This is an optimization exercise on Yosys and OpenROAD, whose aim is small area, a short achievable clock period and few clock cycles per item, not a production implementation.
Where RTL was checked, it was by simulation tests only, not by an equivalence proof against the original.

==> v2 <==
==> flow/design.v (excerpt) <==
module requant_top (
    input  wire        clk,
    input  wire        rst,
    input  wire [31:0] in_A_tdata,
    input  wire        in_A_tlast,
    input  wire        in_A_tvalid,
    output wire        in_A_tready,
    input  wire [31:0] in_bias_tdata,
    input  wire        in_bias_tlast,
    input  wire        in_bias_tvalid,
    output wire        in_bias_tready,
    input  wire [31:0] in_m_tdata,
    input  wire        in_m_tlast,
    input  wire        in_m_tvalid,
    output wire        in_m_tready,
    input  wire [7:0]  in_e_tdata,
    input  wire        in_e_tlast,
    input  wire        in_e_tvalid,
    output wire        in_e_tready,
    output wire [7:0]  out_D_tdata,
    output wire        out_D_tlast,
    output wire        out_D_tvalid,
    input  wire        out_D_tready
);
export LEC_CHECK = 0
export ABC_AREA = 1
export CAP_MARGIN = 20
export CORE_MARGIN = 2
export CORE_UTILIZATION = 65
export SETUP_SLACK_MARGIN = 5
export SLEW_MARGIN = 20
create_clock -name core_clock -period 9.0 [get_ports {clk}]
standard.sh (not shown) runs the stock make flow with config.mk's settings and CLKGATE_MAP_FILE= SYNTH_SCRIPT=/design/flow/synth_recipe.tcl, a recipe that flattens the netlist after the stock synthesis.
==> flow/flow/run.sh <==
#!/bin/bash
set -euo pipefail
MARGIN=5.6
EXTRA="'BUFFER_PORTS_ARGS=-buffer_cell sky130_fd_sc_hd__buf_2'"
sed -e "s/SETUP_SLACK_MARGIN=[-0-9.]*/SETUP_SLACK_MARGIN=${MARGIN}/" \
    -e "s|\"\${@:-finish}\"|${EXTRA} \"\${@:-finish}\"|" standard.sh > standard_mod.sh
grep -q "SETUP_SLACK_MARGIN=${MARGIN}" standard_mod.sh
grep -q "BUFFER_PORTS_ARGS" standard_mod.sh
bash standard_mod.sh synth > flow_synth.log 2>&1
RES="$PWD/orfs/results/${FLOW_PLATFORM:-sky130hd}/requant_top/base"
cp "$RES/1_synth.odb" "$RES/1_synth_std.odb"
openroad -python -exit flow/fa_polarity.py "$RES/1_synth_std.odb" "$RES/1_synth.odb" > fa_polarity.log 2>&1
touch "$RES/1_synth.sdc"
bash standard_mod.sh > flow_make.log 2>&1
==> flow/flow/fa_polarity.py <==
# Inverter clean-up around full adders, run on the synthesized netlist
# (1_synth.odb) before floorplanning.
#
# Yosys's full-adder extraction leaves many inverters between full-adder
# cells.  A full adder is self-dual: FA(~a, ~b, ~c) = (~cout, ~sum).  So any
# full adder may be "flipped" (all three inputs and both outputs complemented)
# without changing the logic.  This script removes the plain inverters of the
# netlist, chooses a flip for each full adder that needs few inverters, and
# puts back one inverter per signal whose complement some pin needs.  Only
# combinational cells change; registers and ports are untouched.
import sys
import odb

src, dst = sys.argv[1], sys.argv[2]
db = odb.dbDatabase.create()
odb.read_db(db, src)
blk = db.getChip().getBlock()

INV = 'sky130_fd_sc_hd__inv_1'
inv_master = db.findMaster(INV)

def is_inv(inst):
    n = inst.getMaster().getName()
    return n.startswith('sky130_fd_sc_hd__inv_') or n.startswith('sky130_fd_sc_hd__clkinv_')

def is_fa(inst):
    return inst.getMaster().getName().startswith('sky130_fd_sc_hd__fa_')

def sig_iterms(inst):
    return [it for it in inst.getITerms() if it.getSigType() not in ('POWER', 'GROUND')]

def net_has_port(net):
    return net is not None and len(list(net.getBTerms())) > 0

def driver(net):
    for it in net.getITerms():
        if it.isOutputSignal():
            return it
    return None

# inverters we may remove: input and output nets are plain internal nets
removable = []
for inst in blk.getInsts():
    if not is_inv(inst):
        continue
    a = inst.findITerm('A').getNet()
    y = inst.findITerm('Y').getNet()
    if a is None or y is None or net_has_port(a) or net_has_port(y):
        continue
    if a.getSigType() == 'CLOCK' or y.getSigType() == 'CLOCK':
        continue
    removable.append(inst)
rem_set = set(r.getName() for r in removable)

def root(net):
    """(root net, polarity) after stripping removable inverters."""
    p = 0
    seen = 0
    while True:
        d = driver(net)
        if d is None or d.getInst().getName() not in rem_set:
            return net, p
        net = d.getInst().findITerm('A').getNet()
        p ^= 1
        seen += 1
        if seen > 1000:
            raise RuntimeError('inverter loop')

# every load pin that is not a removable inverter input: its (root, polarity)
loads = []          # [iterm, rootnet, pol, fa_inst_name or None]
for inst in blk.getInsts():
    if inst.getName() in rem_set:
        continue
    for it in sig_iterms(inst):
        if it.isOutputSignal() or it.getNet() is None:
            continue
        if not it.isInputSignal():
            continue
        r, p = root(it.getNet())
        loads.append([it, r, p, inst.getName() if is_fa(inst) else None])
# output ports driven through removable inverters cannot occur (excluded above)

fa_names = [i.getName() for i in blk.getInsts() if is_fa(i)]
flip = {n: 0 for n in fa_names}
# root net -> FA name that drives it (if any)
drv_fa = {}
for inst in blk.getInsts():
    if is_fa(inst):
        for it in sig_iterms(inst):
            if it.isOutputSignal() and it.getNet() is not None:
                drv_fa[it.getNet().getName()] = inst.getName()

by_root = {}
for ld in loads:
    by_root.setdefault(ld[1].getName(), []).append(ld)
fa_roots = {n: set() for n in fa_names}   # roots an FA touches (inputs and outputs)
for ld in loads:
    if ld[3] is not None:
        fa_roots[ld[3]].add(ld[1].getName())
for rn, fn in drv_fa.items():
    fa_roots[fn].add(rn)

def need(ld):
    rn = ld[1].getName()
    f = flip[drv_fa[rn]] if rn in drv_fa else 0
    g = flip[ld[3]] if ld[3] is not None else 0
    return ld[2] ^ f ^ g

def cost_root(rn):
    return 1 if any(need(ld) for ld in by_root.get(rn, [])) else 0

def total():
    return sum(cost_root(rn) for rn in by_root)

before_inv = len(removable)
c0 = total()
improved = True
rounds = 0
while improved and rounds < 50:
    improved = False
    rounds += 1
    for fn in fa_names:
        rs = fa_roots[fn]
        old = sum(cost_root(r) for r in rs)
        flip[fn] ^= 1
        new = sum(cost_root(r) for r in rs)
        if new < old:
            improved = True
        else:
            flip[fn] ^= 1
c1 = total()
print('fa_polarity: %d full adders, %d removable inverters, %d needed before, %d after (%d rounds, %d flipped)'
      % (len(fa_names), before_inv, c0, c1, rounds, sum(flip.values())))

# rebuild: disconnect loads, drop removable inverters, add one inverter per root needing it
inv_net = {}
cnt = [0]
def get_inv(rnet):
    rn = rnet.getName()
    if rn in inv_net:
        return inv_net[rn]
    cnt[0] += 1
    n = odb.dbNet_create(blk, 'fapol_n%d' % cnt[0])
    i = odb.dbInst_create(blk, inv_master, 'fapol_inv%d' % cnt[0])
    i.findITerm('A').connect(rnet)
    i.findITerm('Y').connect(n)
    inv_net[rn] = n
    return n

plan = [(ld[0], ld[1], need(ld)) for ld in loads]
for it, r, p in plan:
    it.disconnect()
old_nets = set()
for inst in removable:
    for it in sig_iterms(inst):
        if it.getNet() is not None:
            old_nets.add(it.getNet().getName())
        it.disconnect()
    odb.dbInst_destroy(inst)
for it, r, p in plan:
    it.connect(get_inv(r) if p else r)
# drop nets left without any connection
for nn in old_nets:
    n = blk.findNet(nn)
    if n is not None and len(list(n.getITerms())) == 0 and len(list(n.getBTerms())) == 0:
        odb.dbNet_destroy(n)
print('fa_polarity: %d inverters in place of %d' % (cnt[0], before_inv))
# a flipped adder's output nets carry the complement of what their names
# (from the RTL) say: give them fresh names
k = 0
for inst in blk.getInsts():
    if is_fa(inst) and flip.get(inst.getName()):
        for it in sig_iterms(inst):
            if it.isOutputSignal() and it.getNet() is not None:
                k += 1
                it.getNet().rename('fapol_x%d' % k)
odb.write_db(db, dst)
==> v24: changes against v2 <==
Settings changed: ABC_AREA 1 to unset, CORE_UTILIZATION 65 to 40.
==> v36: changes against v2 <==
--- a/flow/design.v
+++ b/flow/design.v
@@ -69,14 +69,14 @@
         th <= th_n;
         p1 <= fire; p2 <= p1; p3 <= p2; p4 <= p3; p5 <= p4;
     end
 end
 always @(posedge clk) begin
-    if (ra) begin a_r <= in_A_tdata;    la <= in_A_tlast;    end
-    if (rb) begin b_r <= in_bias_tdata; lb <= in_bias_tlast; end
-    if (rm) begin m_r <= in_m_tdata;    lm <= in_m_tlast;    end
-    if (re) begin e_r <= in_e_tdata;    le <= in_e_tlast;    end
+    if (~va | fire) begin a_r <= in_A_tdata;    la <= in_A_tlast;    end
+    if (~vb | fire) begin b_r <= in_bias_tdata; lb <= in_bias_tlast; end
+    if (~vm | fire) begin m_r <= in_m_tdata;    lm <= in_m_tlast;    end
+    if (~ve | fire) begin e_r <= in_e_tdata;    le <= in_e_tlast;    end
 end
 reg  [31:0] X;
 reg  [15:0] neg, one, two;
 reg  [6:0]  sh1;
 reg         nr1;
--- a/flow/flow/run.sh
+++ b/flow/flow/run.sh
@@ -1,8 +1,8 @@
 #!/bin/bash
 set -euo pipefail
-MARGIN=5.6
+MARGIN=5.75
 EXTRA="'BUFFER_PORTS_ARGS=-buffer_cell sky130_fd_sc_hd__buf_2'"
 sed -e "s/SETUP_SLACK_MARGIN=[-0-9.]*/SETUP_SLACK_MARGIN=${MARGIN}/" \
     -e "s|\"\${@:-finish}\"|${EXTRA} \"\${@:-finish}\"|" standard.sh > standard_mod.sh
 grep -q "SETUP_SLACK_MARGIN=${MARGIN}" standard_mod.sh
 grep -q "BUFFER_PORTS_ARGS" standard_mod.sh
--- a/flow/flow/fa_polarity.py
+++ b/flow/flow/fa_polarity.py
@@ -112,24 +112,52 @@
 def total():
     return sum(cost_root(rn) for rn in by_root)
 
 before_inv = len(removable)
 c0 = total()
-improved = True
-rounds = 0
-while improved and rounds < 50:
-    improved = False
-    rounds += 1
+import random
+
+def greedy():
+    improved = True
+    rounds = 0
+    while improved and rounds < 50:
+        improved = False
+        rounds += 1
+        for fn in fa_names:
+            rs = fa_roots[fn]
+            old = sum(cost_root(r) for r in rs)
+            flip[fn] ^= 1
+            new = sum(cost_root(r) for r in rs)
+            if new < old:
+                improved = True
+            else:
+                flip[fn] ^= 1
+    return rounds
+
+rounds = greedy()
+best = total()
+best_flip = dict(flip)
+# perturb and re-descend (deterministic seed)
+rng = random.Random(1)
+for it in range(int(sys.argv[3]) if len(sys.argv) > 3 else 40):
+    for fn in fa_names:
+        flip[fn] = best_flip[fn]
+    for fn in rng.sample(fa_names, max(1, len(fa_names) // 10)):
+        flip[fn] ^= 1
     for fn in fa_names:
         rs = fa_roots[fn]
         old = sum(cost_root(r) for r in rs)
         flip[fn] ^= 1
-        new = sum(cost_root(r) for r in rs)
-        if new < old:
-            improved = True
-        else:
+        if sum(cost_root(r) for r in rs) > old:
             flip[fn] ^= 1
+    greedy()
+    t = total()
+    if t < best:
+        best = t
+        best_flip = dict(flip)
+for fn in fa_names:
+    flip[fn] = best_flip[fn]
 c1 = total()
 print('fa_polarity: %d full adders, %d removable inverters, %d needed before, %d after (%d rounds, %d flipped)'
       % (len(fa_names), before_inv, c0, c1, rounds, sum(flip.values())))
 
 # rebuild: disconnect loads, drop removable inverters, add one inverter per root needing it
Settings changed: ABC_AREA 1 to unset.
==> flow_metrics.tcl <==
set metrics [dict create \
    num_tap_cells 1500 \
    hold_end "requant_QKV.sh4[0]" \
    crit_path_top_delay_cell "fa_1" \
    status "timing/DRC/antenna clean" \
    whs_ns 0.321 \
    clkbuf_count 103 \
    ctsResizeCount 69 \
    cp_num_cells 13 \
    dp_slack_ns 4.99 \
]
The numbers above come from v24.

==> flow_metrics.tcl <==
set metrics [dict create \
    status "timing/DRC/antenna clean" \
    crit_path_top_delay_cell "fa_1" \
    whs_ns 0.324 \
    num_tap_cells 931 \
    clkbuf_count 91 \
]
The numbers above come from v2.

==> flow_metrics.tcl <==
set metrics [dict create \
    clkbuf_count 99 \
    whs_ns 0.305 \
    crit_path_top_delay_cell "fa_2" \
    status "timing/DRC/antenna clean" \
    dp_slack_ns 5.17 \
    num_tap_cells 882 \
]
The numbers above come from v36.

Testbench counts of v2, summed over its fixed seeds: cycles 8,056, items 8,000.
Testbench counts of v24, summed over its fixed seeds: cycles 8,056, items 8,000.
The RTL of v36 was laid out without a check of its function.

re-timing with driven ports:
The results above use ideal ports. As a check the final layouts listed here were re-extracted and re-timed, cells and wires unchanged. Step 1 sets driving cells, clkbuf_16 on the clock port and buf_2 on the other inputs (assumed; they add their load-dependent delay and slew). Step 2 adds t to the input delays and takes it off the output delays; t is the mean of the earliest and latest rising clock arrival at the registers after step 1. Input paths then give back, and output paths get back, about the clock's delay inside the block. a / b / c = no drivers / after step 1 / after step 2; a / b = the first two.
run | t, ns | slack for setup (ns) | hold slack, ns | worst slew at a driven data input, ns | pins driven straight from the clock port
v2 | 0.706 | 5.611 / 5.611 / 5.525 | 0.324 / 0.324 / 0.324 | 0.05 | 1
v24 | 0.740 | 5.625 / 5.625 / 5.477 | 0.321 / 0.321 / 0.321 | 0.05 | 1
v36 | 0.695 | 5.642 / 5.642 / 5.527 | 0.305 / 0.305 / 0.305 | 0.06 | 1
After both steps every run listed still meets setup and hold. The setup slack of v24, which loses most, moves by 0.000 ns with the drivers and by -0.148 ns with both steps.
